This is an optimization exercise on Yosys and OpenROAD, whose aim is small area, a short achievable clock period and few clock cycles, not a production implementation.
In this exercise RTL edits were held to simulation tests only and were not proved equivalent to the original.
Power and IR drop assume default switching activity.

[flow/flow/run.sh]
#!/bin/bash
set -o pipefail
bash standard.sh SETUP_SLACK_MARGIN=6.4 \
	"BUFFER_PORTS_ARGS=-buffer_cell sky130_fd_sc_hd__buf_4" finish > standard.log 2>&1
[flow/standard.sh]
#!/bin/bash
# synth_recipe.tcl (not shown) runs the flow's synth.tcl, then flattens the netlist and writes it again
# the make line also repeats each setting of config.mk as NAME=value (left out here)
make -C /OpenROAD-flow-scripts/flow DESIGN_CONFIG=/design/flow/config.mk WORK_HOME=/design/flow/orfs CLKGATE_MAP_FILE= SYNTH_SCRIPT=/design/flow/synth_recipe.tcl "${@:-finish}"
[flow/config.mk]
export PLATFORM = sky130hd
export DESIGN_NAME = AYUMU
export DESIGN_NICKNAME = AYUMU
export VERILOG_FILES = /design/flow/design.v
export SDC_FILE = /design/flow/constraint.sdc
export NUM_CORES = 4
export LEC_CHECK = 0
export CAP_MARGIN = 20
export CORE_MARGIN = 2
export CORE_UTILIZATION = 50
export CTS_CLUSTER_DIAMETER = 80
export CTS_CLUSTER_SIZE = 30
export SLEW_MARGIN = 20
[flow/constraint.sdc]
create_clock -name core_clock -period 10.0 [get_ports {CLK}]
set_input_delay 2.0000 -clock core_clock [delete_from_list [all_inputs] [get_ports {CLK}]]
set_output_delay 2.0000 -clock core_clock [all_outputs]
set_load 0.01 [all_outputs]
[flow/design.v]
module ADD9(
	input [8:0] X,
	input [8:0] Y,
	input CI,
	output [8:0] S
);
wire [8:0] p = X ^ Y;
reg [8:0] G, P;
reg [8:0] Gn, Pn;
integer i, d;
always @* begin
	G = X & Y;
	P = p;
	G[0] = G[0] | (P[0] & CI);
	P[0] = 1'b0;
	for (d = 1; d < 9; d = d * 2) begin
		Gn = G;
		Pn = P;
		for (i = 0; i < 9; i = i + 1)
			if (i >= d) begin
				Gn[i] = G[i] | (P[i] & G[i-d]);
				Pn[i] = P[i] & P[i-d];
			end
		G = Gn;
		P = Pn;
	end
end
assign S = p ^ {G[7:0], CI};
endmodule
module INC16(
	input [15:0] X,
	output [15:0] Y
);
reg [15:0] A, An;
integer i, d;
always @* begin
	A = X;    
	for (d = 1; d < 16; d = d * 2) begin
		An = A;
		for (i = 0; i < 16; i = i + 1)
			if (i >= d)
				An[i] = A[i] & A[i-d];
		A = An;
	end
end
assign Y = X ^ {A[14:0], 1'b1};
endmodule
module ALU(
	input [7:0] A,
	input [7:0] B,
	input CIN,
	input SUB,         
	input USE_C,       
	input SGN,         
	input S_SUM, S_MUL, S_SHL, S_SHR, S_AND, S_OR, S_XOR, S_NOT,
	input [8:0] P_S,
	input [8:0] P_C,
	input [8:0] P_D,
	output [8:0] MUL_S,
	output [8:0] MUL_C,
	output [8:0] MUL_D,
	output [8:0] RES
);
wire [8:0] bx = SUB ? {1'b1, ~B} : {1'b0, B};
wire cin = SUB ? ~(USE_C & CIN) : (USE_C & CIN);
wire [8:0] sum;
ADD9 ADD(.X({1'b0, A}), .Y(bx), .CI(cin), .S(sum));
wire [8:0] ma = {SGN & A[7], A};
wire [8:0] mb = {SGN & B[7], B};
wire [8:0] r [0:8];
genvar g;
generate
	for (g = 0; g < 9; g = g + 1) begin : gen_pp
		assign r[g] = ({9{mb[g]}} & ma) << g;
	end
endgenerate
function [17:0] csa;    
	input [8:0] x, y, z;
	csa = {((x & y) | (x & z) | (y & z)) << 1, x ^ y ^ z};
endfunction
wire [17:0] l1a = csa(r[0], r[1], r[2]);
wire [17:0] l1b = csa(r[3], r[4], r[5]);
wire [17:0] l1c = csa(r[6], r[7], r[8]);
wire [17:0] l2a = csa(l1a[8:0], l1a[17:9], l1b[8:0]);
wire [17:0] l2b = csa(l1b[17:9], l1c[8:0], l1c[17:9]);
wire [17:0] l3a = csa(l2a[8:0], l2a[17:9], l2b[8:0]);
assign MUL_S = l3a[8:0];
assign MUL_C = l3a[17:9];
assign MUL_D = l2b[17:9];
wire [17:0] l4a = csa(P_S, P_C, P_D);
wire [8:0] prod;
ADD9 MADD(.X(l4a[8:0]), .Y(l4a[17:9]), .CI(1'b0), .S(prod));
wire [8:0] shl = {1'b0, A} << B;
wire [8:0] shr = {1'b0, A} >> B;
assign RES = ({9{S_SUM}} & sum)
           | ({9{S_MUL}} & prod)
           | ({9{S_SHL}} & shl)
           | ({9{S_SHR}} & shr)
           | ({9{S_AND}} & {1'b0, A & B})
           | ({9{S_OR}}  & {1'b0, A | B})
           | ({9{S_XOR}} & {1'b0, A ^ B})
           | ({9{S_NOT}} & {1'b1, ~A});
endmodule
module CMP8(
	input [7:0] A,
	input [7:0] B,
	output EQ,
	output reg LT
);
assign EQ = A == B;
integer k;
always @* begin
	LT = 1'b0;    
	for (k = 0; k < 8; k = k + 1)
		if (A[k] != B[k])
			LT = B[k];
end
endmodule
module MEM(
	input CLK,
	input [15:0] HI,
	input [15:0] HW,
	input [15:0] LO,
	input [7:0] D,
	output [7:0] Q
);
wire [7:0] part [0:15];
wire [7:0] grp [0:15];
genvar j, i;
generate
	for (j = 0; j < 16; j = j + 1) begin : hi
		wire [7:0] sel [0:15];
		for (i = 0; i < 16; i = i + 1) begin : lo
			reg [7:0] W;
			always @(posedge CLK)
				if (HW[j] & LO[i])
					W <= D;
			assign sel[i] = W & {8{LO[i]}};
		end
		assign part[j] = sel[0] | sel[1] | sel[2] | sel[3] | sel[4] | sel[5] | sel[6] | sel[7]
		               | sel[8] | sel[9] | sel[10] | sel[11] | sel[12] | sel[13] | sel[14] | sel[15];
		assign grp[j] = part[j] & {8{HI[j]}};
	end
endgenerate
assign Q = grp[0] | grp[1] | grp[2] | grp[3] | grp[4] | grp[5] | grp[6] | grp[7]
         | grp[8] | grp[9] | grp[10] | grp[11] | grp[12] | grp[13] | grp[14] | grp[15];
endmodule
module INPUT_INT(
	input CLK,
	input RST,
	input EN,
	input [7:0] INPUT,
	input [1:0] CFG,
	output reg INT_FLAG,
	output INT_NEXT
);
reg [7:0] PREV_INPUT;
wire edge_hit = (CFG == 2'b01) ? |(~PREV_INPUT & INPUT) :
                (CFG == 2'b11) ? |(PREV_INPUT & ~INPUT) : 1'b0;
assign INT_NEXT = EN ? edge_hit : INT_FLAG;
always @(posedge CLK) begin
	if (RST) begin
		INT_FLAG <= 1'b0;
		PREV_INPUT <= 8'd0;
	end
	else begin
		INT_FLAG <= INT_NEXT;
		if (EN)
			PREV_INPUT <= INPUT;
	end
end
endmodule
module TIMER_INT(
	input CLK,
	input RST,
	input EN,
	input [6:0] CFG0,
	input [6:0] CFG1,
	input [6:0] CFG2,
	input [6:0] CFG3,
	output reg [3:0] INT_FLAG,
	output [3:0] INT_NEXT
);
reg [9:0] CNT;
reg [5:0] TICK [0:3];
wire WRAP = CNT == 10'd999;
wire [6:0] CFG [0:3];
assign CFG[0] = CFG0;
assign CFG[1] = CFG1;
assign CFG[2] = CFG2;
assign CFG[3] = CFG3;
wire [3:0] hit;
genvar g;
generate
	for (g = 0; g < 4; g = g + 1) begin : gen_hit
		assign hit[g] = WRAP & CFG[g][0] & (CFG[g][6:1] == TICK[g]);
	end
endgenerate
assign INT_NEXT = EN ? hit : INT_FLAG;
integer i;
always @(posedge CLK) begin
	if (RST) begin
		CNT <= 10'd0;
		INT_FLAG <= 4'd0;
		for (i = 0; i < 4; i = i + 1)
			TICK[i] <= 6'd0;
	end
	else begin
		INT_FLAG <= INT_NEXT;
		if (EN) begin
			CNT <= WRAP ? 10'd0 : CNT + 10'd1;
			for (i = 0; i < 4; i = i + 1) begin
				if (hit[i])
					TICK[i] <= 6'd0;
				else if (WRAP)
					TICK[i] <= TICK[i] + 6'd1;
			end
		end
	end
end
endmodule
module AYUMU(
	input CLK,
	input RST,
	input [31:0] INPUT,
	output [31:0] OUTPUT,
	output [15:0] IADDR,
	input [15:0] IDATA
);
reg        RUN;       
reg        HOLD;      
reg        TAKE;      
reg [15:0] NPC;       
reg        C_FLAG;
reg        F_FLAG;
reg        INSERV;    
reg [15:0] SAVED_PC;  
reg [8:0]  P_S;       
reg [8:0]  P_C;
reg [8:0]  P_D;
reg [7:0]  R   [0:15];
reg [7:0]  IO  [0:3];
reg [15:0] VEC [0:7];    
reg [7:0]  VSET;
reg [1:0]  ICFG [0:3];    
reg [6:0]  TCFG [0:3];    
assign OUTPUT = {IO[3], IO[2], IO[1], IO[0]};
assign IADDR = NPC;
integer i;
wire [15:0] w = IDATA;
wire f_alui = w[15];
wire f_01   = ~w[15] & w[14];
wire f_alur = f_01 & (w[9:8] == 2'b00);
wire f_cmp  = f_01 & (w[9:8] == 2'b01);
wire f_io   = f_01 & (w[9:8] == 2'b10);
wire f_mem  = f_01 & (w[9:8] == 2'b11);
wire f_x1   = ~w[15] & ~w[14] & w[12];
wire f_jmp  = f_x1 & (w[7:4] == 4'd0);
wire f_not  = f_x1 & (w[7:4] == 4'd1);
wire f_reti = f_x1 & (w[7:4] == 4'd2);
wire a_hi = w[15];
wire a_lo = ~w[15] & (~w[14] | (w[9] & ~w[8]));
wire [3:0] f_a  = a_hi ? w[11:8] : a_lo ? w[3:0] : w[7:4];
wire [3:0] f_b  = w[3:0];
wire [3:0] f_op = f_alui ? {1'b0, w[14:12]} : w[13:10];
wire f_alu2 = f_alui | f_alur;    
wire [15:0] f_opd = {16{f_alu2}} & (16'd1 << f_op);
wire f_mul  = f_opd[2] | f_opd[8];
wire f_jmpu = f_jmp & (w[9:8] == 2'b00);
wire f_jmpc = f_jmp & (w[9:8] == 2'b01);
wire f_ret  = f_reti | (f_jmp & (w[9:8] == 2'b10));
wire f_vsel = w[3:0] != 4'd0;
reg [15:0] A_OH;        
reg [3:0]  A_IDX;       
reg [7:0]  OPA;         
reg [7:0]  OPB;         
reg [15:0] M_HI;        
reg [15:0] M_HW;        
reg [15:0] M_LO;        
reg        FWD_A, FWD_B;    
reg [7:0]  LAST;        
reg        S_SUM, S_MUL, S_SHL, S_SHR, S_AND, S_OR, S_XOR, S_NOT;
reg        D_SUB, D_USEC, D_SGN;
reg        C_EQ, C_NE, C_LT, C_GT, C_LE, C_GE;    
reg        D_ALU, D_LD, D_IN, D_OUT, D_SETV, D_SETC;
reg        D_RETI, D_VSEL;
reg [2:0]  D_K;         
wire adv = RUN & ~HOLD;       
wire exe = adv & ~TAKE;       
wire reg_we = exe & (D_ALU | D_LD | D_IN);
wire [7:0] wd;
wire [15:0] PAIR = D_VSEL ? {R[14], R[15]} : {R[12], R[13]};
wire [7:0] A = FWD_A ? LAST : OPA;
wire [7:0] B = FWD_B ? LAST : OPB;
wire [8:0] alu_res;
wire       cmp_res;
wire [8:0] mul_s;
wire [8:0] mul_c;
wire [8:0] mul_d;
ALU ALU(.A(A), .B(B), .CIN(C_FLAG), .SUB(D_SUB), .USE_C(D_USEC), .SGN(D_SGN),
	.S_SUM(S_SUM), .S_MUL(S_MUL), .S_SHL(S_SHL), .S_SHR(S_SHR), .S_AND(S_AND), .S_OR(S_OR),
	.S_XOR(S_XOR), .S_NOT(S_NOT), .P_S(P_S), .P_C(P_C), .P_D(P_D), .MUL_S(mul_s), .MUL_C(mul_c), .MUL_D(mul_d),
	.RES(alu_res));
wire eq_oo, lt_oo, eq_lo, lt_lo, eq_ol, lt_ol;
CMP8 CMP_OO(.A(OPA), .B(OPB), .EQ(eq_oo), .LT(lt_oo));
CMP8 CMP_LO(.A(LAST), .B(OPB), .EQ(eq_lo), .LT(lt_lo));
CMP8 CMP_OL(.A(OPA), .B(LAST), .EQ(eq_ol), .LT(lt_ol));
wire eq = FWD_A ? (FWD_B | eq_lo) : (FWD_B ? eq_ol : eq_oo);
wire lt = FWD_A ? (~FWD_B & lt_lo) : (FWD_B ? lt_ol : lt_oo);
assign cmp_res = (C_EQ & eq) | (C_NE & ~eq) | (C_LT & lt) | (C_GT & ~lt & ~eq)
               | (C_LE & (lt | eq)) | (C_GE & ~lt);
wire [7:0] mem_q;
MEM MEM(.CLK(CLK), .HI(M_HI), .HW(M_HW), .LO(M_LO), .D(A), .Q(mem_q));
wire [7:0] in_val = D_K[2] ? INPUT[D_K[1:0]*8 +: 8] : IO[D_K[1:0]];
assign wd = alu_res[7:0] | mem_q | ({8{D_IN}} & in_val);
wire [7:0] REQ;
wire [7:0] REQ_N;
genvar g;
generate
	for (g = 0; g < 4; g = g + 1) begin : gen_in
		INPUT_INT INPUT_INT(.CLK(CLK), .RST(RST), .EN(adv), .INPUT(INPUT[g*8 +: 8]), .CFG(ICFG[g]),
			.INT_FLAG(REQ[g]), .INT_NEXT(REQ_N[g]));
	end
endgenerate
TIMER_INT TIMER_INT(.CLK(CLK), .RST(RST), .EN(adv),
	.CFG0(TCFG[0]), .CFG1(TCFG[1]), .CFG2(TCFG[2]), .CFG3(TCFG[3]),
	.INT_FLAG(REQ[7:4]), .INT_NEXT(REQ_N[7:4]));
wire insrv_n = (adv & TAKE) ? 1'b1 : (exe & D_RETI) ? 1'b0 : INSERV;
wire f_n     = adv ? (exe & cmp_res) : F_FLAG;
wire take_n  = (REQ_N != 8'd0) & ~insrv_n;
reg [15:0] vsel;
always @* begin
	if (REQ[0])      vsel = VSET[0] ? VEC[0] : 16'd0;
	else if (REQ[1]) vsel = VSET[1] ? VEC[1] : 16'd0;
	else if (REQ[2]) vsel = VSET[2] ? VEC[2] : 16'd0;
	else if (REQ[3]) vsel = VSET[3] ? VEC[3] : 16'd0;
	else if (REQ[4]) vsel = VSET[4] ? VEC[4] : 16'd0;
	else if (REQ[5]) vsel = VSET[5] ? VEC[5] : 16'd0;
	else if (REQ[6]) vsel = VSET[6] ? VEC[6] : 16'd0;
	else             vsel = VSET[7] ? VEC[7] : 16'd0;
end
wire fwd_b_n = reg_we & (A_IDX == f_b);
wire pair_wr = reg_we & (A_OH[12] | A_OH[13] | A_OH[14] | A_OH[15]);
wire haz_n   = ~HOLD & (f_mul | ((f_jmpu | f_jmpc) & pair_wr) | (f_mem & fwd_b_n));
wire hold_n  = ~HOLD & take_n | haz_n;
wire [15:0] tgt_n = f_vsel ? {R[14], R[15]} : {R[12], R[13]};
wire [15:0] npc_inc;
INC16 INC(.X(NPC), .Y(npc_inc));
wire [15:0] npc_base = (HOLD & TAKE) ? vsel :
                       haz_n ? NPC :
                       f_ret ? SAVED_PC : npc_inc;
wire jmp_ok  = ~(HOLD & TAKE) & ~haz_n;
wire jt_n    = jmp_ok & (f_jmpu | (f_jmpc & (adv ? exe & cmp_res : F_FLAG)));
wire [15:0] npc_n = jt_n ? tgt_n : npc_base;
wire [7:0] rb_n = R[f_b];
wire [7:0] r74  = R[w[7:4]];
wire [7:0] rbhi = R[w[11:8]];
wire [7:0] ra_n = a_hi ? rbhi : a_lo ? rb_n : r74;
wire fwd_a_n_p = a_hi ? (A_IDX == w[11:8]) : a_lo ? (A_IDX == w[3:0]) : (A_IDX == w[7:4]);
wire fwd_a_n = reg_we & fwd_a_n_p;
always @(posedge CLK) begin
	A_OH   <= 16'd1 << f_a;
	A_IDX  <= f_a;
	OPA    <= ra_n;
	OPB    <= f_alui ? w[7:0] : rb_n;
	M_HI   <= {16{f_mem & w[10]}} & (16'd1 << rb_n[7:4]);
	M_HW   <= {16{f_mem & ~w[10] & ~hold_n & ~take_n & ~RST}} & (16'd1 << rb_n[7:4]);
	M_LO   <= 16'd1 << rb_n[3:0];
	FWD_A  <= fwd_a_n;
	FWD_B  <= ~f_alui & fwd_b_n;
	LAST   <= wd;
	S_SUM  <= f_opd[0] | f_opd[1] | f_opd[9] | f_opd[10];
	S_MUL  <= f_mul;
	S_SHL  <= f_opd[3];
	S_SHR  <= f_opd[4];
	S_AND  <= f_opd[5];
	S_OR   <= f_opd[6];
	S_XOR  <= f_opd[7];
	S_NOT  <= f_opd[11] | f_not;
	D_SUB  <= f_opd[1] | f_opd[10];
	D_USEC <= f_opd[9] | f_opd[10];
	D_SGN  <= f_opd[2];
	C_EQ   <= f_cmp & (w[13:10] == 4'd0);
	C_NE   <= f_cmp & (w[13:10] == 4'd1);
	C_LT   <= f_cmp & (w[13:10] == 4'd2);
	C_GT   <= f_cmp & (w[13:10] == 4'd3);
	C_LE   <= f_cmp & (w[13:10] == 4'd4);
	C_GE   <= f_cmp & (w[13:10] == 4'd5);
	D_ALU  <= f_alu2 | f_not;
	D_LD   <= f_mem & w[10];
	D_IN   <= f_io & (w[13:12] == 2'b00) & w[11];
	D_OUT  <= f_io & (w[13:12] == 2'b00) & ~w[11] & ~w[6];
	D_SETV <= f_io & (w[13:12] == 2'b01);
	D_SETC <= f_io & (w[13:12] == 2'b10);
	D_RETI <= f_ret;
	D_VSEL <= f_vsel;
	D_K    <= w[6:4];
end
always @(posedge CLK) begin
	if (exe & D_SETV)
		VEC[D_K] <= PAIR;
end
always @(posedge CLK) begin
	if (RUN & HOLD) begin
		P_S <= mul_s;
		P_C <= mul_c;
		P_D <= mul_d;
	end
end
always @(posedge CLK) begin
	if (RST) begin
		RUN <= 1'b0;
		HOLD <= 1'b0;
		TAKE <= 1'b0;
		NPC <= 16'd0;
		C_FLAG <= 1'b0;
		F_FLAG <= 1'b0;
		INSERV <= 1'b0;
		SAVED_PC <= 16'd0;
		for (i = 0; i < 16; i = i + 1)
			R[i] <= 8'd0;
		for (i = 0; i < 4; i = i + 1) begin
			IO[i] <= 8'd0;
			ICFG[i] <= 2'd0;
			TCFG[i] <= 7'd0;
		end
		VSET <= 8'd0;
	end
	else begin
		RUN <= 1'b1;
		HOLD <= hold_n;
		TAKE <= take_n;
		NPC <= npc_n;
		INSERV <= insrv_n;
		F_FLAG <= f_n;
		if (~HOLD & take_n)
			SAVED_PC <= NPC;
		if (adv)
			C_FLAG <= exe & alu_res[8];
		for (i = 0; i < 16; i = i + 1)
			if (reg_we & A_OH[i])
				R[i] <= wd;
		if (exe & D_OUT)
			IO[D_K[1:0]] <= A;
		if (exe & D_SETV)
			VSET[D_K] <= 1'b1;
		if (exe & D_SETC) begin
			if (D_K[2]) TCFG[D_K[1:0]] <= {A[7:2], A[0]};
			else ICFG[D_K[1:0]] <= A[1:0];
		end
	end
end
endmodule
==> impl_metrics.py, run 1 <==
metrics = {
    "run_status": {
        "status": "timing/DRC/antenna clean",
    },
    "global_route": {
        "grt_pass1_wl_mm": 510,
        "grt_max_degree": 253,
        "antenna_found_initial": 16,
        "grt_pass1_vias": 64587,
        "globalRouteTotalUtil_pct": 33.3,
        "grt-ovfl-total": 0,
    },
    "yosys": {
        "ys_seq_area_share_pct": 71.6,
        "synth-xor-area-share_pct": 0.966,
        "synth_simple_gate_area_share_pct": 7.83,
        "netlist_area_sq_um": 105000,
        "async_flop_share_pct": 0,
        "syn-instance-count": 7124,
        "syn_avg_cell_area_sq_um": 14.8,
        "yosysUniqueCellTypes": 104,
        "yosysMostFrequentCell": "edfxtp_1",
        "ys_warn_count": 11,
        "synth_top_family_by_area": "compound AO/OA/AOI/OAI gates",
        "synth_edf_count": 2260,
        "synth_flop_cell": "edfxtp_1",
        "netlist.top_cell.by_area": "edfxtp_1",
        "ys_top_cells_by_area": "edfxtp_1 (65%), dfxtp_1 (7.0%), a221oi_1 (4.1%)",
        "synth_seq_cells": 2630,
        "yosys.area_share.adder_pct": 1.02,
        "synth_common_cells": "edfxtp_1 (2260), a221oi_1 (490), a22o_1 (472), nor2_1 (463), dfxtp_1 (370)",
        "synthMuxAreaShare_pct": 2.27,
        "synth.top_cell.area_share_pct": 64.5,
        "synth_compound_area_share_pct": 13.9,
        "syn_nets": 7243,
    },
    "sta": {
        "clock.fmax_mhz": 254,
        "hold_violations": 0,
        "worst_pin_slew_ns": 1.19,
        "relSlewSlack_pct": 20.4,
        "min_period_over_period_pct": 39.3,
        "finalCriticalPeriod_ns": 3.93,
        "setup_viol": 0,
        "fin_tns_setup_ns": 0,
        "fin_hold_ws_ns": 0.462,
        "finalClockSkew_ns": 0.0737,
        "finalMaxSlewViolations": 0,
        "grt_setup_unrepaired": "yes",
    },
    "clock_tree": {
        "hold_buffers": 0,
        "cts_buffers": 121,
        "cts.path.max_buffers": 3,
        "insertion_delay_ns": 0.87,
        "cts.sinks": 2630,
        "clk_pin_slew_ns": 0.11,
        "cts.htree.levels": 3,
        "root_buffer": "clkbuf_16",
        "cts_tree": "done",
    },
    "floorplanning": {
        "die_h_um": 463,
        "die-area_sq_um": 214000,
        "fp-row-count": 168,
        "io_pins": 98,
        "design.core.area_sq_um": 209000,
        "die_w_um": 463,
        "start_util_pct": 50.2,
    },
    "critical_path": {
        "critPathRequiredTime_ns": 10.69,
        "worstSetupPathType": "reg2reg",
        "reg2regPathDepth": 11,
        "worstPathArrival_ns": 4.63,
        "path_cells": "buf_16, a22o_1, a221oi_2, nand4_1, a222oi_1, and4b_2, o2111ai_4, buf_12, clkbuf_16, mux2i_1, nor2_1",
        "start_kind": "flip-flop",
        "slowest_delay_ns": 1.14,
        "crit_path_top_delay_cell": "a222oi_1",
        "end_kind": "flip-flop",
        "crit_path_max_fanout": 4,
    },
    "routing": {
        "firstDrtPassIters": 8,
        "wire_per_inst_um": 37.1,
        "vias": 69480,
        "via_per_inst": 6.87,
        "drt_iter0_markers": 10616,
        "drt-total-wl_mm": 376,
        "drc": 0,
        "ant_nets": 0,
    },
    "layout": {
        "drive_gt1_share_pct": 16.1,
        "area_growth_syn_to_layout_pct": 14.0,
        "nets": 7326,
    },
    "placed_design": {
        "gp_congestion": 0.928,
        "port_buffers": 97,
        "dp_hpwl_mm": 198,
    },
    "power": {
        "p_leak_nw": 38.8,
        "power_density_nw_per_um2": 174,
        "peakVddDrop_mv": 0.183,
    },
    "worst_hold_path": {
        "worstHoldPathCells": 2,
        "hold_class": "reg2reg",
    },
    "job": {
        "drv_cap": 0,
    },
}
==> logic make-up (layout without fill, tap and decap cells) <==
kind of cell | Yosys count | after routing
other | 0 | 10
AND/OR/NAND/NOR | 1628 | 1631
AO/OA/AOI/OAI | 1830 | 1831
adder cells (fa/ha/maj) | 74 | 74
buffers and inverters | 649 | 823
XOR/XNOR | 116 | 116
multiplexers | 197 | 197
flip-flops | 2630 | 2630
==> where the power goes <==
part / switching, mW / leakage, nW / total [mW] / internal [mW]
sequential: 0.103 / 23.7 / 12.2 / 12.1
combinational: 1.55 / 13.0 / 2.34 / 0.785
clock: 3.70 / 2.01 / 6.31 / 2.61
total: 5.36 / 38.8 / 20.9 / 15.5
==> metal layers <==
layer  share of wire (%)  global-route usage, %
met3                  11                   5.94
met2                  46                   52.9
met4                 5.0                   12.8
met1                  38                   46.0
met5               0.020                      0
==> final timing paths <==
| kind | start | endpoint | slack, ns |
|---|---|---|---|
| max | M_LO[1] | R[13][3] | 6.07 |
| max reg2reg | M_LO[1] | R[13][3] | 6.07 |
| min | gen_in[3].INPUT_INT.PREV_INPUT[6] | gen_in[3].INPUT_INT.PREV_INPUT[6] | 0.46 |
| min reg2reg | gen_in[3].INPUT_INT.PREV_INPUT[6] | gen_in[3].INPUT_INT.PREV_INPUT[6] | 0.46 |
==> critical path: cells and delay by family (launching register included) <==
family | cells | cell delay [ns]
AOI/OAI and AO/OA | 4 | 1.69
and+or+nand+nor | 3 | 0.99
buffers and inverters | 3 | 0.50
DFF | 1 | 0.42
muxes | 1 | 0.16
==> layout make-up <==
class / instances / area (sq um)
Clock buffer: 135 / 3190
Clock inverter: 83 / 966
Antenna cell: 10 / 25.0
Inverter: 99 / 417
Timing Repair Buffer: 497 / 7010
Sequential cell: 2630 / 75300
Timing Repair inverter: 9 / 50.0
Fill cell: 16328 / 89400
Multi-Input combinational cell: 3849 / 29400
Tap cell: 2805 / 3510
==> stage by stage <==
stage,cells,util [%],setup WS (ns),total power [mW],cell area (sq um)
detailed placement,9594,52.1,4.66,14.2,109000
global placement,9594,52.1,4.76,14.2,109000
global route,10109,57.3,6.18,21.3,120000
floorplan,7124,-,4.28,13.5,106000
finish,10117,57.3,6.07,20.9,120000
CTS,10025,56.2,6.25,20.6,118000
==> sequential cells by signal (all words and copies together), names as in the netlist, 9 cells and up <==
register                     count
P_S                              9
NPC                             16
M_LO                            16
VEC                            128
TIMER_INT.CNT                   10
MEM.hi.lo.W                   2048
A_OH                            16
M_HI                            16
R                              128
gen_in.INPUT_INT.PREV_INPUT     32
SAVED_PC                        16
TCFG                            28
TIMER_INT.TICK                  24
IO                              32
M_HW                            16
==> layout by cell type, fill, tap and decap left out, drive strengths merged, types with 24 or more instances in the layout <==
master	n
o211ai	24
xnor2	73
a31oi	24
mux2i	127
dfxtp	370
inv	120
o21ai	109
nand4	160
and3	25
a21oi	174
clkbuf	161
xor2	43
a211oi	113
nand3	110
nor2	463
nor3	43
a22o	472
edfxtp	2260
nand2b	40
clkinvlp	25
nor4	27
bufbuf	35
and2	295
o22ai	24
ha	48
a22oi	197
clkinv	39
nor2b	58
a221oi	492
buf	436
mux2	47
nand2	323
==> timing repair <==
action / in CTS / in global routing
resized for setup: 275 / 202
setup endpoints to repair: 674 / 242
pin swaps: 63 / 102
setup buffers: 150 / 56
gates cloned: 63 / 24
Testbench counts, summed over its fixed seeds: cycles 152,112.
==> run 2: changes to the inputs <==
--- a/flow/design.v
+++ b/flow/design.v
@@ -313,5 +313,5 @@
 MEM MEM(.CLK(CLK), .HI(M_HI), .HW(M_HW), .LO(M_LO), .D(A), .Q(mem_q));
 wire [7:0] in_val = D_K[2] ? INPUT[D_K[1:0]*8 +: 8] : IO[D_K[1:0]];
-assign wd = alu_res[7:0] | mem_q | ({8{D_IN}} & in_val);
+assign wd = alu_res[7:0] | ({8{D_LD}} & mem_q) | ({8{D_IN}} & in_val);
 wire [7:0] REQ;
 wire [7:0] REQ_N;
@@ -364,5 +364,5 @@
 	OPA    <= ra_n;
 	OPB    <= f_alui ? w[7:0] : rb_n;
-	M_HI   <= {16{f_mem & w[10]}} & (16'd1 << rb_n[7:4]);
+	M_HI   <= 16'd1 << rb_n[7:4];
 	M_HW   <= {16{f_mem & ~w[10] & ~hold_n & ~take_n & ~RST}} & (16'd1 << rb_n[7:4]);
 	M_LO   <= 16'd1 << rb_n[3:0];
==> run 2 against run 1 <==
Compared with the run above: highest routed layer unchanged; wire length decreased by 6.9%; clock power is 4.8% higher; largest power group unchanged; critical endpoint is now R[6][2]; count of clock-buffer cells in the layout increased by 19; core utilization decreased by 0.94 points; still clean on timing, DRC and antenna; largest cell class unchanged.
==> impl_metrics.py, run 2 <==
metrics = {
    "power": {
        "switchingPower_mw": 5.29,
        "p_clk_share_pct": 31.5,
        "power_density_nw_per_um2": 180,
        "seq_power_share_pct": 58.4,
        "peakVddDrop_mv": 0.199,
        "p_int_mw": 15.7,
        "combPwrFrac_pct": 10.1,
        "p_leak_nw": 37.7,
        "switching_share_pct": 25.2,
    },
    "routing": {
        "wire_per_inst_um": 34.8,
        "drc": 0,
        "vias": 67675,
        "drt-total-wl_mm": 350,
        "wl_met2_mm": 163,
        "firstDrtPassIters": 8,
        "topRoutingLayerUsed": "met5",
        "met1_length_mm": 138,
        "drt_iter0_markers": 9697,
        "wl_met3_mm": 33.7,
        "ant_nets": 0,
        "via_per_inst": 6.74,
    },
    "clock_tree": {
        "cts_tree": "done",
        "cts_buffers": 133,
        "hold_buffers": 0,
        "cts.sinks": 2630,
        "root_buffer": "clkbuf_16",
        "clk_pin_slew_ns": 0.11,
        "cts.htree.levels": 4,
        "cts.path.max_buffers": 3,
        "insertion_delay_ns": 0.87,
    },
    "yosys": {
        "synth.top_cell.area_share_pct": 65.2,
        "synth_flop_cell": "edfxtp_1",
        "ys_top_cells_by_area": "edfxtp_1 (65%), dfxtp_1 (7.1%), a221oi_1 (3.5%)",
        "async_flop_share_pct": 0,
        "yosysMostFrequentCell": "edfxtp_1",
        "synth_seq_cells": 2630,
        "netlist.top_cell.by_area": "edfxtp_1",
        "syn-instance-count": 7112,
        "syn_nets": 7231,
        "synth_edf_count": 2260,
        "ys_warn_count": 11,
        "ys_seq_area_share_pct": 72.3,
        "yosysUniqueCellTypes": 82,
        "synth_common_cells": "edfxtp_1 (2260), nor2_1 (492), a221oi_1 (422), a22o_1 (404), clkbuf_1 (387)",
        "netlist_area_sq_um": 104000,
        "syn_avg_cell_area_sq_um": 14.6,
    },
    "placed_design": {
        "dp_hpwl_mm": 203,
        "post-place-ws_ns": 4.69,
        "gp_congestion": 0.953,
        "dp.cells": 9626,
        "port_buffers": 97,
        "place_area_sq_um": 108000,
    },
    "floorplanning": {
        "die_w_um": 460,
        "die-area_sq_um": 212000,
        "start_util_pct": 50.3,
        "io_pins": 98,
        "die_h_um": 460,
        "fp-row-count": 167,
        "design.core.area_sq_um": 207000,
    },
    "layout": {
        "stdcell_count": 10045,
        "top_register": "MEM.hi.lo.W",
        "largest_registers": "MEM.hi.lo.W (2048), R (128), VEC (128)",
        "drive_gt1_share_pct": 13.2,
        "final_cell_area_sq_um": 117000,
        "final_common_cell": "edfxtp_1",
        "largest_reg_flops": 2048,
        "mostFrequentLayoutCells": "edfxtp_1 (2260), nor2_1 (472), a22o_1 (401)",
        "nets": 7275,
        "area_growth_syn_to_layout_pct": 12.0,
    },
    "sta": {
        "finalCriticalPeriod_ns": 3.78,
        "min_period_over_period_pct": 37.8,
        "fin_tns_setup_ns": 0,
        "setup_slack_ns": 6.22,
        "relSlewSlack_pct": 23.9,
        "finalMaxSlewViolations": 0,
        "setup_viol": 0,
        "hold_violations": 0,
        "worst_pin_slew_ns": 1.14,
        "fin_hold_ws_ns": 0.457,
        "grt_setup_unrepaired": "yes",
        "clock.fmax_mhz": 264,
        "finalClockSkew_ns": 0.0506,
    },
    "critical_path": {
        "reg2regPathDepth": 12,
        "rrSetupSlack_ns": 6.22,
        "crit_path_max_fanout": 29,
        "r2r_end": "R[6][2]",
        "start_kind": "flip-flop",
        "critPathRequiredTime_ns": 10.67,
        "r2r-start": "M_LO[11]",
        "worstSetupPathType": "reg2reg",
        "end_kind": "flip-flop",
        "worstPathArrival_ns": 4.46,
    },
    "worst_hold_path": {
        "hold_class": "reg2reg",
        "worstHoldPathCells": 2,
        "hold_end": "gen_in[1].INPUT_INT.PREV_INPUT[4]",
        "min-delay-start": "gen_in[1].INPUT_INT.PREV_INPUT[4]",
    },
    "run_status": {
        "status": "timing/DRC/antenna clean",
    },
    "global_route": {
        "grt_max_degree": 227,
        "grt-ovfl-total": 0,
        "globalRouteTotalUtil_pct": 32.2,
        "antenna_found_initial": 10,
        "grt_pass1_wl_mm": 488,
        "grt_pass1_vias": 63617,
    },
    "job": {
        "drv_cap": 0,
    },
}
-- run 2: cell types whose count changed after synthesis, moves of 18 or more --
| cell | delta |
|---|---|
| a211oi_1 | +18 |
| a221oi_1 | -68 |
| a22o_1 | -68 |
| a22oi_1 | +172 |
| buf_1 | +19 |
| buf_2 | -106 |
| clkbuf_1 | +59 |
| nand3_1 | +35 |
| nor2_1 | +29 |
| nor2b_1 | -21 |
| o21ai_0 | +72 |
-- run 2: logic make-up (layout without fill, tap and decap cells) --
group / Yosys count / after routing / synth area share (%)
xor gates and xnor gates: 116 / 116 / 0.976
other: 0 / 3 / 0
buffers and inverters: 616 / 757 / 2.26
AOI/OAI and AO/OA: 1931 / 1932 / 14.2
DFF: 2630 / 2630 / 72.3
and+or+nand+nor: 1574 / 1574 / 7.34
adders and majority gates: 74 / 74 / 1.03
muxes: 171 / 171 / 1.88
-- run 2: metrics by stage --
stage | power (mW) | utilization (%)
5_1_grt | 21.4 | 56.3
4_1_cts | 20.9 | 55.8
6_report | 21.0 | 56.3
2_1_floorplan | 13.5 | -
3_5_place_dp | 14.2 | 52.2
3_3_place_gp | 14.2 | 52.2
-- run 2: worst max-delay path by stage --
stage              from        to  slack [ns]  depth (start not counted)
2_1_floorplan     FWD_A   R[2][6]        4.51                         13
3_3_place_gp   M_LO[11]  R[12][5]        4.54                         10
3_5_place_dp   IDATA[8]   NPC[11]        4.69                         11
4_1_cts           FWD_B    NPC[0]        6.39                         13
5_1_grt         M_LO[6]   R[6][2]        6.19                         13
6_report       M_LO[11]   R[6][2]        6.22                         12
-- run 2: routing by layer --
layer,vias up,GRT usage [%]
li1,28326,-
met2,3822,50.8
met4,12,12.1
met3,602,5.80
met5,-,0
met1,34913,44.7
-- run 2: what timing repair did --
item | in CTS | in global routing
gates resized for setup | 291 | 124
setup buffers | 98 | 49
pin swaps | 50 | 53
cloned | 28 | 7
endpoints found under the setup margin | 353 | 302
-- run 2: layout make-up --
type / instances / area [sq um]
fill: 16321 / 90400
sequential: 2630 / 75300
multi-input combinational: 3867 / 27900
timing repair buffer: 416 / 4990
clock buffer: 154 / 3500
tap: 2788 / 3490
clock inverter: 79 / 982
inverter: 105 / 453
timing repair inverter: 3 / 15.0
antenna: 3 / 7.51
-- run 2: power groups by stage --
stage               registers [mW]  clock network, mW  logic, mW
floorplan                     12.5                  0       1.00
global placement              12.5                  0       1.73
detailed placement            12.5                  0       1.75
CTS                           12.2               6.64       1.97
global route                  12.2               7.00       2.19
finish                        12.2               6.61       2.11
-- run 2: worst max-delay path, cell delays in order (launching register included) --
cell and delay [ns]:
dfxtp_4 0.42, buf_4 0.17, buf_6 0.20, a221oi_4 0.33, nand4_1 0.49, a22oi_2 0.47
and4_4 0.33, nand4_1 0.29, a221oi_4 0.35, buf_6 0.15, buf_8 0.13, buf_12 0.14
a211oi_1 0.07
Testbench counts of run 2, summed over its fixed seeds: cycles 152,112.
==> run 3: changes to the inputs <==
==> flow/flow/run.sh (replaced) <==
#!/bin/bash
set -o pipefail
bash standard.sh SETUP_SLACK_MARGIN=6.5 \
	"BUFFER_PORTS_ARGS=-buffer_cell sky130_fd_sc_hd__buf_4" finish > standard.log 2>&1
==> run 3 against run 2 <==
Compared with the run above: clock skew up 0.014 ns; die area unchanged; sequential share of layout area down 1.0 points; first-iteration DRC count up 8.7%; global-route usage up 0.36 points; synthesized cell count unchanged; combinational power up 6%; wire length up 2.9%; critical path type unchanged; largest cell class unchanged.
==> impl_metrics.py, run 3 <==
metrics = {
    "yosys": {
        "netlist_area_sq_um": 104000,
        "syn_avg_cell_area_sq_um": 14.6,
        "yosysMostFrequentCell": "edfxtp_1",
        "synth_common_cells": "edfxtp_1 (2260), nor2_1 (492), a221oi_1 (422), a22o_1 (404), clkbuf_1 (387)",
        "async_flop_share_pct": 0,
        "synth_flop_cell": "edfxtp_1",
        "ys_warn_count": 11,
        "netlist.top_cell.by_area": "edfxtp_1",
        "syn_nets": 7231,
        "synth_edf_count": 2260,
        "synth_seq_cells": 2630,
        "synth.top_cell.area_share_pct": 65.2,
        "ys_seq_area_share_pct": 72.3,
        "yosysUniqueCellTypes": 82,
        "ys_top_cells_by_area": "edfxtp_1 (65%), dfxtp_1 (7.1%), a221oi_1 (3.5%)",
        "syn-instance-count": 7112,
    },
    "placed_design": {
        "dp_hpwl_mm": 201,
        "port_buffers": 97,
        "gp_congestion": 0.992,
        "dp.cells": 9619,
    },
    "sta": {
        "grt_setup_unrepaired": "yes",
        "finalClockSkew_ns": 0.0642,
        "hold_violations": 0,
        "relSlewSlack_pct": 23.8,
        "fin_tns_setup_ns": 0,
        "worst_pin_slew_ns": 1.14,
        "clock.fmax_mhz": 262,
        "finalCriticalPeriod_ns": 3.81,
        "setup_viol": 0,
        "finalMaxSlewViolations": 0,
        "min_period_over_period_pct": 38.1,
    },
    "critical_path": {
        "critPathBufInv": 5,
        "crit_path_max_fanout": 8,
        "reg2regPathDepth": 13,
        "r2r-start": "M_LO[1]",
        "worstSetupPathType": "reg2reg",
        "critPathRequiredTime_ns": 10.65,
        "rrSetupSlack_ns": 6.19,
        "critical-path-top-delay-family": "compound AO/OA/AOI/OAI gates",
        "end_kind": "flip-flop",
        "crit_path_frequent_cell": "buf_12",
        "path_cells": "buf_12, buf_16, buf_12, a22o_1, a221oi_2, nand4_1, a22o_4, a221oi_2, nand4_1, a221oi_4, buf_6, buf_12, a211oi_1",
        "slowest_delay_ns": 0.46,
        "cp.depth": 13,
        "start_kind": "flip-flop",
        "worstPathArrival_ns": 4.46,
        "r2r_end": "R[5][6]",
        "crit_path_top_delay_cell": "nand4_1",
    },
    "worst_hold_path": {
        "hold_end": "gen_in[2].INPUT_INT.PREV_INPUT[1]",
        "worstHoldPathCells": 2,
        "hold_class": "reg2reg",
        "min-delay-start": "gen_in[2].INPUT_INT.PREV_INPUT[1]",
    },
    "routing": {
        "ant_nets": 0,
        "firstDrtPassIters": 7,
        "wire_per_inst_um": 35.5,
        "drt_iter0_markers": 10542,
        "drt-total-wl_mm": 360,
        "drc": 0,
        "vias": 68715,
        "via_per_inst": 6.79,
    },
    "floorplanning": {
        "die_h_um": 460,
        "fp-row-count": 167,
        "start_util_pct": 50.3,
        "design.core.area_sq_um": 207000,
        "die-area_sq_um": 212000,
        "io_pins": 98,
        "die_w_um": 460,
    },
    "layout": {
        "largest_reg_flops": 2048,
        "drive_gt1_share_pct": 15.5,
        "largest_registers": "MEM.hi.lo.W (2048), R (128), VEC (128)",
        "mostFrequentLayoutCells": "edfxtp_1 (2260), nor2_1 (474), a22o_1 (399)",
        "nets": 7362,
        "final_common_cell": "edfxtp_1",
        "stdcell_count": 10121,
        "top_register": "MEM.hi.lo.W",
        "area_growth_syn_to_layout_pct": 13.9,
        "utilization_pct": 57.3,
    },
    "global_route": {
        "antenna_found_initial": 10,
        "globalRouteTotalUtil_pct": 32.6,
        "grt_pass1_wl_mm": 494,
        "grt_pass1_vias": 64522,
        "grt-ovfl-total": 0,
        "grt_max_degree": 109,
    },
    "job": {
        "drv_cap": 0,
    },
    "clock_tree": {
        "root_buffer": "clkbuf_16",
        "cts.htree.levels": 3,
        "cts.sinks": 2630,
        "cts.path.max_buffers": 3,
        "insertion_delay_ns": 0.85,
        "cts_buffers": 121,
        "clk_pin_slew_ns": 0.11,
        "cts_tree": "done",
    },
    "run_status": {
        "status": "timing/DRC/antenna clean",
    },
    "power": {
        "power_density_nw_per_um2": 177,
        "peakVddDrop_mv": 0.158,
        "p_leak_nw": 38.6,
    },
}
run 3: cells by family after synthesis:
logic type,Yosys count,share of synthesized area (%)
adder cells (fa/ha/maj),74,1.03
AND/OR/NAND/NOR,1574,7.34
multiplexers,171,1.88
XOR/XNOR,116,0.976
flip-flops,2630,72.3
buffers and inverters,616,2.26
AO/OA/AOI/OAI,1931,14.2
run 3: through the flow:
stage,hold WS (ns),area (sq um),worst slack [ns],power [mW]
floorplan,0.429,105000,4.51,13.5
global placement,0.442,108000,4.97,14.2
detailed placement,0.448,108000,4.93,14.2
CTS,0.464,116000,6.35,20.8
global route,0.486,119000,6.19,21.4
finish,0.463,119000,6.19,21.0
run 3: worst max-delay path by stage:
stage | from | end
after floorplan | FWD_A | R[2][6]
after global placement | IDATA[4] | M_HW[11]
after detailed placement | IDATA[4] | M_HW[9]
after CTS | M_LO[7] | R[2][6]
after global routing | M_LO[7] | R[4][0]
final | M_LO[1] | R[5][6]
run 3: final cells by class:
cell class,instances,area (sq um)
sequential,2630,75400
clock buffer,126,3090
clock inverter,85,1260
tap,2788,3490
inverter,105,448
timing repair buffer,511,6510
fill,16093,88500
multi-input combinational,3867,28400
timing repair inverter,7,35.0
antenna,2,5.00
run 3: worst reg2reg max path, delay by kind of cell (launching register included):
family | cells | cell delay [ns]
compound gates | 6 | 1.56
buf+inv | 5 | 0.85
simple gates | 2 | 0.83
flops | 1 | 0.40
run 3: report_power, final:
part	total [mW]	internal [mW]	switching, mW
clock	6.51	2.75	3.76
combinational	2.24	0.716	1.52
sequential	12.2	12.1	0.118
run 3: what timing repair did:
action / CTS / global route
endpoints found under the setup margin: 763 / 344
gates cloned: 37 / 22
pin swaps: 74 / 63
hold buffers: 0 / 0
gates resized for setup: 358 / 215
setup buffers: 132 / 97
run 3: metal layers:
layer  share of wire [%]  track usage [%]  vias up
li1                    -                -    28477
met1                  39             44.6    35332
met2                  47             52.0     4182
met3                  10             5.64      714
met4                 4.8             12.8       10
met5               0.020                0        -
==> run 4: changes to the inputs <==
==> flow/flow/run.sh (replaced) <==
#!/bin/bash
set -o pipefail
bash standard.sh SETUP_SLACK_MARGIN=6.4 \
	"BUFFER_PORTS_ARGS=-buffer_cell sky130_fd_sc_hd__buf_4" finish > standard.log 2>&1
--- a/flow/config.mk
+++ b/flow/config.mk
@@ -8,6 +8,7 @@
 export CAP_MARGIN = 20
 export CORE_MARGIN = 2
-export CORE_UTILIZATION = 50
+export CORE_UTILIZATION = 55
 export CTS_CLUSTER_DIAMETER = 80
 export CTS_CLUSTER_SIZE = 30
+export PLACE_DENSITY = 0.65
 export SLEW_MARGIN = 20
==> run 4 against run 3 <==
Compared with the run above: still clean; register-to-register slack worse by 0.23 ns; global-route usage rose by 3.9 points; worst setup slack worse by 0.23 ns; critical path depth decreased by 3; synthesized cell count unchanged; total power shrank 1.1%; largest power group unchanged.
==> impl_metrics.py, run 4 <==
metrics = {
    "layout": {
        "largest_reg_flops": 2048,
        "nets": 7332,
        "largest_registers": "MEM.hi.lo.W (2048), R (128), VEC (128)",
        "drive_gt1_share_pct": 14.3,
        "mostFrequentLayoutCells": "edfxtp_1 (2260), nor2_1 (476), a22o_1 (399)",
        "area_growth_syn_to_layout_pct": 13.0,
        "utilization_pct": 62.6,
        "final_cell_area_sq_um": 118000,
        "top_register": "MEM.hi.lo.W",
        "final_common_cell": "edfxtp_1",
    },
    "yosys": {
        "synth_top_family_by_area": "compound AO/OA/AOI/OAI gates",
        "ys_seq_area_share_pct": 72.3,
        "netlist.top_cell.by_area": "edfxtp_1",
        "syn_nets": 7231,
        "ys_warn_count": 11,
        "synth_seq_cells": 2630,
        "synth_edf_count": 2260,
        "synth.top_cell.area_share_pct": 65.2,
        "synth_simple_gate_area_share_pct": 7.34,
        "yosysUniqueCellTypes": 82,
        "yosysMostFrequentCell": "edfxtp_1",
        "syn-instance-count": 7112,
        "synth-xor-area-share_pct": 0.976,
        "synth_common_cells": "edfxtp_1 (2260), nor2_1 (492), a221oi_1 (422), a22o_1 (404), clkbuf_1 (387)",
        "syn_avg_cell_area_sq_um": 14.6,
        "ys_top_cells_by_area": "edfxtp_1 (65%), dfxtp_1 (7.1%), a221oi_1 (3.5%)",
        "synth_compound_area_share_pct": 14.2,
        "synth_flop_cell": "edfxtp_1",
        "synthMuxAreaShare_pct": 1.88,
        "yosys.area_share.adder_pct": 1.03,
        "netlist_area_sq_um": 104000,
        "async_flop_share_pct": 0,
    },
    "sta": {
        "min_period_over_period_pct": 40.4,
        "finalCriticalPeriod_ns": 4.04,
        "clock.fmax_mhz": 247,
        "fin_tns_setup_ns": 0,
        "relSlewSlack_pct": 25.4,
        "setup_viol": 0,
        "grt_setup_unrepaired": "yes",
        "worst_pin_slew_ns": 1.12,
        "finalClockSkew_ns": 0.0905,
        "finalMaxSlewViolations": 0,
        "hold_violations": 0,
    },
    "power": {
        "peakVddDrop_mv": 0.256,
        "switchingPower_mw": 5.32,
        "combPwrFrac_pct": 10.7,
        "power_density_nw_per_um2": 177,
        "switching_share_pct": 25.6,
        "total_power_mw": 20.8,
        "p_clk_share_pct": 30.4,
        "p_int_mw": 15.5,
        "p_leak_nw": 38.3,
        "seq_power_share_pct": 58.9,
    },
    "routing": {
        "ant_nets": 0,
        "drt-total-wl_mm": 360,
        "via_per_inst": 7.06,
        "wire_per_inst_um": 36.7,
        "firstDrtPassIters": 9,
        "drt_iter0_markers": 10364,
        "drc": 0,
        "vias": 69243,
    },
    "floorplanning": {
        "io_pins": 98,
        "die_w_um": 439,
        "fp-row-count": 159,
        "design.core.area_sq_um": 188000,
        "start_util_pct": 55.4,
        "die-area_sq_um": 193000,
        "die_h_um": 439,
    },
    "critical_path": {
        "path_cells": "buf_16, a221oi_4, nand4_1, a22oi_2, and3_4, nand4_1, a221oi_4, buf_6, buf_12, a211oi_2",
        "crit_path_max_fanout": 23,
        "critical-path-top-delay-family": "simple AND/OR/NAND/NOR gates",
        "worstSetupPathType": "reg2reg",
        "end_kind": "flip-flop",
        "crit_path_top_delay_cell": "nand4_1",
        "critPathRequiredTime_ns": 10.65,
        "slowest_delay_ns": 0.70,
        "start_kind": "flip-flop",
        "critPathBufInv": 3,
        "worstPathArrival_ns": 4.69,
        "rrSetupSlack_ns": 5.96,
    },
    "clock_tree": {
        "cts.htree.levels": 3,
        "clk_pin_slew_ns": 0.11,
        "cts_tree": "done",
        "cts_buffers": 119,
        "insertion_delay_ns": 0.86,
        "root_buffer": "clkbuf_16",
        "cts.path.max_buffers": 3,
        "cts.sinks": 2630,
    },
    "global_route": {
        "grt_pass1_vias": 64662,
        "globalRouteTotalUtil_pct": 36.5,
        "grt_pass1_wl_mm": 500,
        "grt-ovfl-total": 0,
        "antenna_found_initial": 11,
        "grt_max_degree": 205,
    },
    "placed_design": {
        "port_buffers": 97,
        "place_area_sq_um": 108000,
        "gp_congestion": 1.03,
        "dp_hpwl_mm": 194,
    },
    "worst_hold_path": {
        "hold_class": "reg2reg",
    },
    "run_status": {
        "status": "timing/DRC/antenna clean",
    },
    "job": {
        "drv_cap": 0,
    },
}
run 4: cell counts after synthesis:
No cell type changed its count.
run 4: layout make-up:
cell class	instances	area, sq um
diodes	5	12.5
clock buffers	125	3060
repair inverters	8	42.5
fillers	13733	70300
flip-flops and latches	2630	75300
well taps	2495	3120
inverters	105	452
repair buffers	482	6310
multi-input cells	3867	28100
clock inverters	89	1160
run 4: worst paths after layout:
check	from	endpoint	cells after the start
worst min register to register	gen_in[3].INPUT_INT.PREV_INPUT[5]	gen_in[3].INPUT_INT.PREV_INPUT[5]	2
worst min-delay path	gen_in[3].INPUT_INT.PREV_INPUT[5]	gen_in[3].INPUT_INT.PREV_INPUT[5]	2
worst max register to register	M_LO[11]	R[3][6]	10
worst max-delay path	M_LO[11]	R[3][6]	10
run 4: power groups by stage:
stage	Combinational (mW)	Clock (mW)	Sequential, mW
3_5_place_dp	1.69	0	12.5
6_report	2.22	6.31	12.2
2_1_floorplan	1.00	0	12.5
4_1_cts	2.05	6.30	12.2
5_1_grt	2.29	6.64	12.3
3_3_place_gp	1.67	0	12.5
run 4: cells by family (layout without fill, tap and decap cells):
family                     count (synthesis)  after routing
AOI/OAI and AO/OA                       1931           1932
xor gates and xnor gates                 116            116
adders and majority gates                 74             74
buffers and inverters                    616            809
DFF                                     2630           2630
muxes                                    171            171
other                                      0              5
and+or+nand+nor                         1574           1574
run 4: layer usage:
| metal | share of wire [%] | wire length [um] | vias to the layer above | track usage, % |
|---|---|---|---|---|
| met3 | 12 | 41900 | 802 | 7.27 |
| met2 | 46 | 165000 | 4785 | 56.6 |
| li1 | - | - | 28405 | - |
| met5 | 0.013 | 46 | - | 0 |
| met4 | 5.6 | 20000 | 6 | 17.6 |
| met1 | 37 | 133000 | 35245 | 49.8 |
run 4: stage by stage:
| step | worst slack, ns | cells | hold WS, ns |
|---|---|---|---|
| 2_1_floorplan | 4.51 | 7112 | 0.429 |
| 3_3_place_gp | 4.85 | 9309 | 0.442 |
| 3_5_place_dp | 4.74 | 9310 | 0.447 |
| 4_1_cts | 6.14 | 9733 | 0.460 |
| 5_1_grt | 6.06 | 9802 | 0.478 |
| 6_report | 5.96 | 9806 | 0.459 |
run 4: worst register-to-register path: cells and delay by family (launching register included):
family / cells / cell delay (ns)
flip-flops: 1 / 0.47
buffers and inverters: 3 / 0.68
AND/OR/NAND/NOR: 3 / 1.36
AO/OA/AOI/OAI: 4 / 1.34
run 4: repair_timing:
action                                  in CTS  in global routing
cloned                                      56                  9
setup buffers                              153                 58
pin swaps                                   80                 51
gates resized for setup                    342                131
hold buffers                                 0                  0
endpoints found under the setup margin     721                244
==> run 5: changes to the inputs <==
==> flow/flow/run.sh (replaced) <==
#!/bin/bash
set -o pipefail
bash standard.sh SETUP_SLACK_MARGIN=6.25 \
	"BUFFER_PORTS_ARGS=-buffer_cell sky130_fd_sc_hd__buf_4" finish > standard.log 2>&1
--- a/flow/config.mk
+++ b/flow/config.mk
@@ -8,7 +8,6 @@
 export CAP_MARGIN = 20
 export CORE_MARGIN = 2
-export CORE_UTILIZATION = 55
+export CORE_UTILIZATION = 50
 export CTS_CLUSTER_DIAMETER = 80
 export CTS_CLUSTER_SIZE = 30
-export PLACE_DENSITY = 0.65
 export SLEW_MARGIN = 20
==> run 5 against run 4 <==
Compared with the run above: sequential cell count did not move; sequential share of layout area rose by 1.2 points; final cell count rose by 2.1%; sequential power barely moved; final area fell by 1.9%; count of clock-buffer cells in the layout rose by 19; critical path depth rose by 3; first-iteration DRC count fell by 11%; combinational power fell by 9%; largest cell class unchanged.
==> impl_metrics.py, run 5 <==
metrics = {
    "placed_design": {
        "post-place-ws_ns": 4.69,
        "dp_hpwl_mm": 200,
        "gp_congestion": 0.979,
        "place_area_sq_um": 108000,
        "dp.cells": 9617,
        "port_buffers": 97,
    },
    "sta": {
        "finalMaxSlewViolations": 0,
        "relSlewSlack_pct": 22.9,
        "grt_setup_unrepaired": "yes",
        "finalClockSkew_ns": 0.0556,
        "worst_pin_slew_ns": 1.15,
        "fin_tns_setup_ns": 0,
        "hold_violations": 0,
        "min_period_over_period_pct": 38.5,
        "setup_slack_ns": 6.15,
        "setup_viol": 0,
        "finalCriticalPeriod_ns": 3.85,
        "fin_hold_ws_ns": 0.458,
        "clock.fmax_mhz": 260,
    },
    "power": {
        "p_leak_nw": 37.3,
        "total_power_mw": 20.9,
        "power_density_nw_per_um2": 181,
        "peakVddDrop_mv": 0.193,
    },
    "critical_path": {
        "r2r-start": "M_LO[2]",
        "worstSetupPathType": "reg2reg",
        "crit_path_max_fanout": 6,
        "reg2regPathDepth": 13,
        "start_kind": "flip-flop",
        "rrSetupSlack_ns": 6.15,
        "critPathRequiredTime_ns": 10.66,
        "r2r_end": "R[9][7]",
        "worstPathArrival_ns": 4.50,
        "end_kind": "flip-flop",
    },
    "yosys": {
        "synth.top_cell.area_share_pct": 65.2,
        "synth_seq_cells": 2630,
        "async_flop_share_pct": 0,
        "yosysUniqueCellTypes": 82,
        "ys_warn_count": 11,
        "synth_edf_count": 2260,
        "synth_flop_cell": "edfxtp_1",
        "syn-instance-count": 7112,
        "ys_top_cells_by_area": "edfxtp_1 (65%), dfxtp_1 (7.1%), a221oi_1 (3.5%)",
        "syn_avg_cell_area_sq_um": 14.6,
        "ys_seq_area_share_pct": 72.3,
        "yosysMostFrequentCell": "edfxtp_1",
        "synth_common_cells": "edfxtp_1 (2260), nor2_1 (492), a221oi_1 (422), a22o_1 (404), clkbuf_1 (387)",
        "syn_nets": 7231,
        "netlist_area_sq_um": 104000,
        "netlist.top_cell.by_area": "edfxtp_1",
    },
    "global_route": {
        "grt_pass1_vias": 62538,
        "grt_max_degree": 257,
        "grt-ovfl-total": 0,
        "antenna_found_initial": 14,
        "grt_pass1_wl_mm": 474,
        "globalRouteTotalUtil_pct": 31.1,
    },
    "layout": {
        "final_common_cell": "edfxtp_1",
        "largest_reg_flops": 2048,
        "largest_registers": "MEM.hi.lo.W (2048), R (128), VEC (128)",
        "top_register": "MEM.hi.lo.W",
        "area_growth_syn_to_layout_pct": 10.9,
        "nets": 7246,
        "final_cell_area_sq_um": 115000,
        "mostFrequentLayoutCells": "edfxtp_1 (2260), nor2_1 (484), a22o_1 (402)",
        "utilization_pct": 55.8,
        "drive_gt1_share_pct": 11.7,
        "stdcell_count": 10013,
    },
    "clock_tree": {
        "clk_pin_slew_ns": 0.11,
        "cts.sinks": 2630,
        "root_buffer": "clkbuf_16",
        "cts_tree": "done",
        "hold_buffers": 0,
        "cts_buffers": 130,
        "cts.htree.levels": 4,
        "cts.path.max_buffers": 3,
        "insertion_delay_ns": 0.84,
    },
    "routing": {
        "drt_iter0_markers": 9212,
        "drt-total-wl_mm": 340,
        "wire_per_inst_um": 34.0,
        "drc": 0,
        "ant_nets": 0,
        "firstDrtPassIters": 8,
        "via_per_inst": 6.69,
        "vias": 67030,
    },
    "floorplanning": {
        "design.core.area_sq_um": 207000,
        "start_util_pct": 50.3,
        "io_pins": 98,
        "die-area_sq_um": 212000,
        "die_h_um": 460,
        "fp-row-count": 167,
        "die_w_um": 460,
    },
    "job": {
        "drv_cap": 0,
    },
    "worst_hold_path": {
        "min-delay-start": "gen_in[2].INPUT_INT.PREV_INPUT[0]",
        "worstHoldPathCells": 2,
        "hold_end": "gen_in[2].INPUT_INT.PREV_INPUT[0]",
        "hold_class": "reg2reg",
    },
    "run_status": {
        "status": "timing/DRC/antenna clean",
    },
}
[run 5: cell count changes in the layout (fill, tap and decap cells not counted), moves of 12 or more]
cell,change
bufbuf_16,-23
a221oi_1,+40
clkbuf_16,+16
a211oi_1,+28
a221oi_2,-36
o21ai_1,+12
buf_16,-26
buf_12,-16
buf_4,-19
a211oi_2,-27
[run 5: routing by layer]
layer	vias to the layer above	GRT usage, %	share of wire, %
li1	28217	-	-
met1	34681	44.0	40
met3	535	4.50	8.8
met4	10	10.3	3.7
met5	-	0	0.018
met2	3587	49.7	47
[run 5: cell families after synthesis]
logic type / synth area share [%]
DFF: 72.3
buffers and inverters: 2.26
muxes: 1.88
and+or+nand+nor: 7.34
adders and majority gates: 1.03
AOI/OAI and AO/OA: 14.2
xor gates and xnor gates: 0.976
[run 5: how the worst max path moves through the flow]
stage,start,endpoint,slack [ns]
finish,M_LO[2],R[9][7],6.15
global route,M_LO[14],R[1][7],6.13
CTS,FWD_A,R[2][1],6.22
detailed placement,FWD_A,R[3][5],4.69
global placement,IDATA[6],M_HW[0],4.77
floorplan,FWD_A,R[2][6],4.51
[run 5: final cells by class]
type	count	area [sq um]
Clock inverter	76	1010
Timing Repair inverter	6	30.0
Tap cell	2788	3490
Clock buffer	144	3500
Sequential cell	2630	75300
Inverter	105	449
Antenna cell	10	25.0
Multi-Input combinational cell	3867	27400
Timing Repair Buffer	387	4230
Fill cell	16438	91600
[run 5: timing repair]
| action | 4_1_cts | 5_1_grt |
|---|---|---|
| gates cloned | 19 | 10 |
| pin swaps | 40 | 38 |
| buffers inserted | 67 | 69 |
| setup endpoints to repair | 585 | 235 |
| gates resized for setup | 167 | 93 |
[run 5: worst max-delay path: stages, from the launching register on]
cell	delay (ns)
dfxtp_4	0.41
buf_12	0.16
buf_4	0.20
a22o_1	0.22
a221oi_1	0.26
nand3_1	0.21
o21ai_1	0.60
nand4_1	0.24
nor2_1	0.14
nand4_1	0.30
a221oi_4	0.51
buf_4	0.20
buf_12	0.13
a211oi_2	0.07
[run 5: report_power, final]
part	internal (mW)	leakage, nW	switching (mW)	total (mW)
Combinational	0.597	11.3	1.43	2.03
Clock	2.84	2.20	3.79	6.63
Sequential	12.1	23.7	0.108	12.2
Total	15.6	37.3	5.33	20.9
==> run 6: changes to the inputs <==
--- a/flow/design.v
+++ b/flow/design.v
@@ -329,28 +329,29 @@
 wire f_n     = adv ? (exe & cmp_res) : F_FLAG;
 wire take_n  = (REQ_N != 8'd0) & ~insrv_n;
-reg [15:0] vsel;
+reg [15:0] vsel_n;
+reg [15:0] vec_j;
+integer j;
 always @* begin
-	if (REQ[0])      vsel = VSET[0] ? VEC[0] : 16'd0;
-	else if (REQ[1]) vsel = VSET[1] ? VEC[1] : 16'd0;
-	else if (REQ[2]) vsel = VSET[2] ? VEC[2] : 16'd0;
-	else if (REQ[3]) vsel = VSET[3] ? VEC[3] : 16'd0;
-	else if (REQ[4]) vsel = VSET[4] ? VEC[4] : 16'd0;
-	else if (REQ[5]) vsel = VSET[5] ? VEC[5] : 16'd0;
-	else if (REQ[6]) vsel = VSET[6] ? VEC[6] : 16'd0;
-	else             vsel = VSET[7] ? VEC[7] : 16'd0;
+	vsel_n = 16'd0;
+	for (j = 7; j >= 0; j = j - 1) begin
+		if (exe & D_SETV & (D_K == j))
+			vec_j = PAIR;
+		else
+			vec_j = VSET[j] ? VEC[j] : 16'd0;
+		if (REQ_N[j])
+			vsel_n = vec_j;
+	end
 end
 wire fwd_b_n = reg_we & (A_IDX == f_b);
 wire pair_wr = reg_we & (A_OH[12] | A_OH[13] | A_OH[14] | A_OH[15]);
 wire haz_n   = ~HOLD & (f_mul | ((f_jmpu | f_jmpc) & pair_wr) | (f_mem & fwd_b_n));
-wire hold_n  = ~HOLD & take_n | haz_n;
+wire hold_n  = haz_n & ~take_n;
 wire [15:0] tgt_n = f_vsel ? {R[14], R[15]} : {R[12], R[13]};
 wire [15:0] npc_inc;
 INC16 INC(.X(NPC), .Y(npc_inc));
-wire [15:0] npc_base = (HOLD & TAKE) ? vsel :
-                       haz_n ? NPC :
+wire [15:0] npc_base = haz_n ? NPC :
                        f_ret ? SAVED_PC : npc_inc;
-wire jmp_ok  = ~(HOLD & TAKE) & ~haz_n;
-wire jt_n    = jmp_ok & (f_jmpu | (f_jmpc & (adv ? exe & cmp_res : F_FLAG)));
-wire [15:0] npc_n = jt_n ? tgt_n : npc_base;
+wire jt_n    = ~haz_n & (f_jmpu | (f_jmpc & (adv ? exe & cmp_res : F_FLAG)));
+wire [15:0] npc_n = take_n ? vsel_n : jt_n ? tgt_n : npc_base;
 wire [7:0] rb_n = R[f_b];
 wire [7:0] r74  = R[w[7:4]];
@@ -434,5 +435,5 @@
 		INSERV <= insrv_n;
 		F_FLAG <= f_n;
-		if (~HOLD & take_n)
+		if (take_n)
 			SAVED_PC <= NPC;
 		if (adv)
==> flow/flow/run.sh (replaced) <==
#!/bin/bash
set -o pipefail
bash standard.sh SETUP_SLACK_MARGIN=6.4 \
	"BUFFER_PORTS_ARGS=-buffer_cell sky130_fd_sc_hd__buf_4" finish > standard.log 2>&1
==> run 6 against run 5 <==
Compared with the run above: combinational power up 9%; count of clock-buffer cells in the layout up 3; worst hold slack better by 0.0092 ns; worst setup slack worse by 0.13 ns; critical endpoint is now R[14][4]; total power up 0.93%; clock skew up 0.0086 ns; still clean on timing, DRC and antenna; global-route usage up 1.3 points.
==> impl_metrics.py, run 6 <==
metrics = {
    "run_status": {
        "status": "timing/DRC/antenna clean",
    },
    "yosys": {
        "netlist.top_cell.by_area": "edfxtp_1",
        "synth_seq_cells": 2630,
        "ys_seq_area_share_pct": 71.3,
        "synth_common_cells": "edfxtp_1 (2260), nor2_1 (546), a22oi_1 (458), clkbuf_1 (403), dfxtp_1 (370)",
        "synth.top_cell.area_share_pct": 64.3,
        "synth_edf_count": 2260,
        "yosysUniqueCellTypes": 95,
        "ys_top_cells_by_area": "edfxtp_1 (64%), dfxtp_1 (7.0%), a22oi_1 (3.3%)",
        "netlist_area_sq_um": 106000,
        "syn_avg_cell_area_sq_um": 14.3,
        "syn_nets": 7503,
    },
    "sta": {
        "relSlewSlack_pct": 21.9,
        "min_period_over_period_pct": 39.8,
        "clock.fmax_mhz": 251,
        "hold_violations": 0,
        "worst_pin_slew_ns": 1.17,
        "setup_viol": 0,
        "finalMaxSlewViolations": 0,
        "setup_slack_ns": 6.02,
        "fin_tns_setup_ns": 0,
        "finalCriticalPeriod_ns": 3.98,
    },
    "floorplanning": {
        "die_w_um": 464,
        "die_h_um": 464,
        "start_util_pct": 50.3,
        "io_pins": 98,
        "design.core.area_sq_um": 210000,
        "die-area_sq_um": 215000,
    },
    "layout": {
        "largest_reg_flops": 2048,
        "top_register": "MEM.hi.lo.W",
        "fillers": 16518,
        "largest_registers": "MEM.hi.lo.W (2048), R (128), VEC (128)",
        "nets": 7574,
    },
    "routing": {
        "ant_nets": 0,
        "drc": 0,
        "drt-total-wl_mm": 367,
        "vias": 71411,
        "wire_per_inst_um": 35.4,
        "firstDrtPassIters": 6,
        "via_per_inst": 6.89,
    },
    "power": {
        "p_leak_nw": 38.6,
        "power_density_nw_per_um2": 176,
        "total_power_mw": 21.1,
        "peakVddDrop_mv": 0.195,
    },
    "clock_tree": {
        "root_buffer": "clkbuf_16",
        "cts_buffers": 131,
        "hold_buffers": 0,
        "cts.htree.levels": 4,
        "cts.path.max_buffers": 3,
        "cts_tree": "done",
        "insertion_delay_ns": 0.86,
        "cts.sinks": 2630,
    },
    "placed_design": {
        "post-place-ws_ns": 4.58,
        "gp_congestion": 0.952,
        "dp_hpwl_mm": 203,
        "port_buffers": 97,
    },
    "critical_path": {
        "worstSetupPathType": "reg2reg",
        "reg2regPathDepth": 12,
        "r2r-start": "M_LO[8]",
        "critPathRequiredTime_ns": 10.70,
        "path_cells": "buf_4, buf_12, buf_12, a22o_1, a221oi_2, nand4_1, a22oi_2, nand4b_1, a221oi_4, buf_12, clkbuf_16, a211oi_2",
        "crit_path_frequent_cell": "buf_12",
        "slowest_delay_ns": 0.59,
        "r2r_end": "R[14][4]",
        "start_kind": "flip-flop",
        "worstPathArrival_ns": 4.68,
        "end_kind": "flip-flop",
    },
    "global_route": {
        "grt_pass1_wl_mm": 503,
        "grt_pass1_vias": 65291,
        "antenna_found_initial": 17,
    },
    "worst_hold_path": {
        "worstHoldPathCells": 2,
    },
}
-- run 6: worst max path at each step --
stage / start / end / slack (ns) / depth (start not counted)
final: M_LO[8] / R[14][4] / 6.02 / 12
after global placement: M_LO[12] / R[3][0] / 4.36 / 11
after detailed placement: INPUT[0] / M_HW[10] / 4.58 / 13
after CTS: INPUT[28] / M_HW[10] / 6.15 / 12
after global routing: INPUT[8] / M_HW[6] / 5.96 / 13
after floorplan: FWD_A / R[1][6] / 4.52 / 13
-- run 6: cell families after synthesis --
| kind of cell | after synthesis | share of synthesized area (%) |
|---|---|---|
| XOR/XNOR | 120 | 0.995 |
| buffers and inverters | 663 | 2.42 |
| flip-flops | 2630 | 71.3 |
| adder cells (fa/ha/maj) | 76 | 1.04 |
| AO/OA/AOI/OAI | 2045 | 14.6 |
| multiplexers | 182 | 2.02 |
| AND/OR/NAND/NOR | 1665 | 7.70 |
-- run 6: stage by stage --
stage | hold WS, ns | area [sq um] | util [%]
finish | 0.467 | 120000 | 57.1
global route | 0.485 | 120000 | 57.1
CTS | 0.467 | 118000 | 56.0
detailed placement | 0.453 | 109000 | 52.2
global placement | 0.445 | 109000 | 52.2
floorplan | 0.436 | 106000 | -
-- run 6: report_power, final --
part,internal (mW),switching (mW),total (mW)
Clock,2.85,3.78,6.63
Sequential,12.1,0.127,12.2
Combinational,0.726,1.49,2.22
Total,15.7,5.40,21.1
-- run 6: area by class of cell --
cell class,count,area [sq um],area share (%)
timing repair buffer,472,6140,5.13
multi-input combinational,4091,29600,24.7
tap,2805,3510,2.93
antenna,9,22.5,0.0188
sequential,2630,75400,62.9
timing repair inverter,3,15.0,0.0125
clock buffer,147,3490,2.91
clock inverter,81,1040,0.873
inverter,123,536,0.447
-- run 6: worst max-delay path: cells and delay by family (launching register included) --
family / cells / cell delay (ns)
flops: 1 / 0.41
buf+inv: 5 / 0.91
simple gates: 2 / 0.81
compound gates: 5 / 1.63
-- run 6: per-layer routing --
metal	GRT usage (%)	vias up	wire [um]
li1	-	29372	-
met1	48.4	36844	149000
met2	48.5	4595	162000
met3	6.10	594	42600
met4	9.62	6	12500
met5	0	-	34
-- run 6: timing repair --
item	CTS	global route
setup buffers	109	67
gates cloned	39	22
gates resized for setup	327	234
setup endpoints to repair	403	286
pin swaps	61	96
Testbench counts of run 6, summed over its fixed seeds: cycles 150,470.

Setup slack of run 6, layout unchanged: 6.019 ns with ideal ports, 6.019 ns with driving cells assumed (clock clkbuf_16, inputs buf_2), 5.154 ns with port delays also shifted by the 0.941 ns mid clock arrival.
